From an optimization exercise on the open Yosys and OpenROAD flow, aimed at small area, a short achievable clock period and few clock cycles; shortcuts taken in it are not production practice.
RTL that was checked went through simulation tests only; none was proved equivalent to the original.
Power and IR drop assume default switching activity.

Setup of run 1:
// kcpsmx
module kcpsmx(
    output logic [PORT_DEPTH-1:0]   port_id,         
    output logic                    write_strobe,    
    output logic [PORT_WIDTH-1:0]   out_port,        
    output logic                    read_strobe,     
    input        [PORT_WIDTH-1:0]   in_port,         
    input                           interrupt,       
    output logic                    interrupt_ack,   
    input                           reset,           
    input                           clk,             
    output logic [CODE_DEPTH-1:0]   address,         
    input        [CODE_WIDTH-1:0]   instruction      
);
Size in the first run: roughly 2,800 cells after synthesis, about 1,200 flip-flops, about 58 I/O pins, roughly 45,000 um^2 of cells after synthesis.
clock: 6.0 ns
lec_check: 0
abc_clock_period_in_ps: 2200
cap_margin: 20
core_margin: 2
core_utilization: 75
cts_buf_list: sky130_fd_sc_hd__clkbuf_8
setup_slack_margin: 3.5
slew_margin: 20
tns_end_percent: 30
run.sh (not shown) runs the stock make flow with config.mk's settings and CLKGATE_MAP_FILE= SYNTH_SCRIPT=/design/flow/synth_recipe.tcl, a recipe that flattens the netlist after the stock synthesis.
Input-level comparison between run 2 and run 1:
--- a/flow/design.v
+++ b/flow/design.v
@@ -134,20 +134,22 @@
 logic        e_regwrite, e_flagwrite;
 logic        e_input, e_output, e_reti, e_push;
 logic        e_sub;
 logic [1:0]  e_cin;              
 logic        e_sel_add, e_sel_and, e_sel_or, e_sel_xor, e_sel_sh, e_sel_b, e_sel_scr;
 logic        e_test;
 logic        e_sdir;
 logic [1:0]  e_sop;
 logic        e_sconst;
 logic [9:0]  e_pushdata;
+logic [3:0]  e_phi;              
+logic [7:0]  e_plo;
 logic [7:0]  res;
 logic [3:0]  w_dst;
 logic        w_regwrite, w_input, w_flagwrite;
 function automatic logic [4:0] uses(input logic [17:0] i);
     logic [4:0] o;
     logic alu, mem;
     o   = i[17:13];
     alu = (o == AND) | (o == OR) | (o == XOR) | (o == TEST) | (o == COMPARE) |
           (o == ADD) | (o == ADDCY) | (o == SUB) | (o == SUBCY);
     mem = (o == INPUT) | (o == OUTPUT) | (o == FETCH) | (o == STORE);
@@ -180,20 +182,21 @@
 wire d_reti    = (op == RETURNI);
 wire d_arith     = d_add | d_addcy | d_sub | d_subcy | d_cmp;
 wire d_regwrite  = d_load | d_input | d_fetch | d_and | d_or | d_xor |
                    d_add | d_addcy | d_sub | d_subcy | d_rs;
 wire d_flagwrite = d_and | d_or | d_xor | d_test | d_arith | d_rs;
 wire cond_ok = ~ir[12] | (ir[11] ? (carry ^ ir[10]) : (zero ^ ir[10]));
 wire d_jmp  = (d_jump | d_call) & cond_ok;
 wire d_retk = (d_ret & cond_ok) | d_reti;
 wire d_push = d_call & cond_ok;
 wire [9:0] pc_inc = pc + 10'd1;
+wire [4:0] sp_inc = sp + 5'd1;
 wire [7:0] wb_data = w_input ? in_port : res;
 wire [3:0] xa = ir[11:8];
 wire [3:0] ya = ir[7:4];
 logic [7:0] xr, yr;
 always_comb begin
     xr = 8'd0;
     yr = 8'd0;
     for (int k = 0; k < 16; k++) begin
         xr = xr | (rf[k] & {8{selx[k]}});
         yr = yr | (rf[k] & {8{sely[k]}});
@@ -225,21 +228,21 @@
         byy   <= e_regwrite & (e_dst == nxt[7:4]);
         if (!stall) begin
             ir <= instruction;
             for (int k = 0; k < 16; k++) begin
                 selx[k] <= (instruction[11:8] == k);
                 sely[k] <= (instruction[7:4] == k);
             end
             if (d_jmp)       pc <= ir[9:0];
             else if (d_retk) pc <= tos;
             else             pc <= pc_inc;
-            if (d_push)      sp <= sp + 5'd1;
+            if (d_push)      sp <= sp_inc;
             else if (d_retk) sp <= sp - 5'd1;
         end
     end
 end
 always_ff @(posedge clk) begin
     e_a   <= xv;
     e_bx  <= (ir[12] ? yv : ir[7:0]) ^ {8{d_sub | d_subcy | d_cmp}};
     if (d_store) e_sd <= xv;
     for (int k = 0; k < 8; k++) begin
         e_wlo[k] <= (d_saddr[2:0] == k);
@@ -255,35 +258,38 @@
     e_sel_or  <= d_or;
     e_sel_xor <= d_xor;
     e_sel_sh  <= d_rs;
     e_sel_b   <= d_load;
     e_sel_scr <= d_fetch;
     e_test    <= d_test;
     e_sdir    <= ir[3];
     e_sop     <= ir[2:1];
     e_sconst  <= ir[0];
     e_pushdata <= pc_inc;        
+    for (int k = 0; k < 8; k++) e_plo[k] <= (sp_inc[2:0] == k);
     if (reset || stall) begin
         e_regwrite  <= 1'b0;
         e_flagwrite <= 1'b0;
         e_input     <= 1'b0;
         e_output    <= 1'b0;
         e_reti      <= 1'b0;
         e_push      <= 1'b0;
+        e_phi       <= 4'd0;
         e_whi       <= 8'd0;
     end else begin
         e_regwrite  <= d_regwrite;
         e_flagwrite <= d_flagwrite;
         e_input     <= d_input;
         e_output    <= d_output;
         e_reti      <= d_reti;
         e_push      <= d_push;
+        for (int k = 0; k < 4; k++) e_phi[k] <= d_push & (sp_inc[4:3] == k);
         for (int k = 0; k < 8; k++) e_whi[k] <= d_store & (d_saddr[5:3] == k);
     end
 end
 wire [7:0] a  = e_fa ? res : e_a;
 wire [7:0] bx = e_fb ? (res ^ {8{e_sub}}) : e_bx;
 wire [7:0] b  = bx;              
 wire       cin = e_cin[1] ? (carry ^ e_cin[0]) : e_cin[0];
 wire [9:0] sum2 = {1'b0, a, 1'b1} + {1'b0, bx, cin};
 wire [8:0] sum  = sum2[9:1];
 wire sbit = (e_sop == 2'b10) ? a[0] :
@@ -318,21 +324,21 @@
 wire       z_add = &(xorv ~^ zk);
 wire z_new = (e_sel_add & z_add)       |
              (e_sel_and & ~|andv)      |
              (e_sel_or  & ~|orv)       |
              (e_sel_xor & ~|xorv)      |
              (e_sel_sh  & ~|shres);
 always_ff @(posedge clk) begin
     for (int k = 0; k < 64; k++)
         if (e_whi[k / 8] && e_wlo[k % 8]) spr[k] <= e_sd;
     for (int k = 0; k < 32; k++)
-        if (e_push && sp == k) stk[k] <= e_pushdata;
+        if (e_phi[k / 8] && e_plo[k % 8]) stk[k] <= e_pushdata;
     tos <= e_push ? e_pushdata : stk[sp];
 end
 always_ff @(posedge clk) begin
     res      <= result;
     w_dst    <= e_dst;
     port_id  <= e_bx;
     out_port <= a;
     if (reset) begin
         carry        <= 1'b0;
         zero         <= 1'b0;
### Flow results
Compared run 1 against run 2; fraction of synthesized cell area in xor and xnor cells within noise.
On worst hold margin, run 2 and run 1 are neck and neck.
The clock group share of total power of run 2 is lower than that of run 1.
Run 2 against run 1: number of fill cells held steady; layout multi-input combinational cell count grew by 10.
Testbench counts of run 2, summed over its fixed seeds: cycles 296,784.
For run 1, only the layout was checked, not whether the RTL still works.

==> static timing again, ports no longer ideal <==
No port has a modelled driver above. Below, the same layouts with a new extraction and two added sets of constraints.
Step 1 assumes that a clkbuf_16 drives the clock port and a buf_2 every other input.
Step 2 also shifts input and output timing later by t, the mid clock arrival at the registers, as if the neighbouring blocks saw the same clock.
a / b / c = ideal ports / drivers / drivers and shift; a / b = the first two.
run	t, ns	setup slack, ns	worst setup path at the end	latest minus earliest clock arrival (ns)	worst data-port slew with drivers (ns)
run 1	0.881	3.355 / 3.299 / 2.668	input to register	0.047 / 0.047	0.14
run 2	0.875	3.454 / 3.390 / 2.708	input to register	0.033 / 0.033	0.17
After both steps every run listed still meets setup and hold. The setup slack of run 2, which loses most, moves by -0.064 ns with the drivers and by -0.746 ns with both steps.
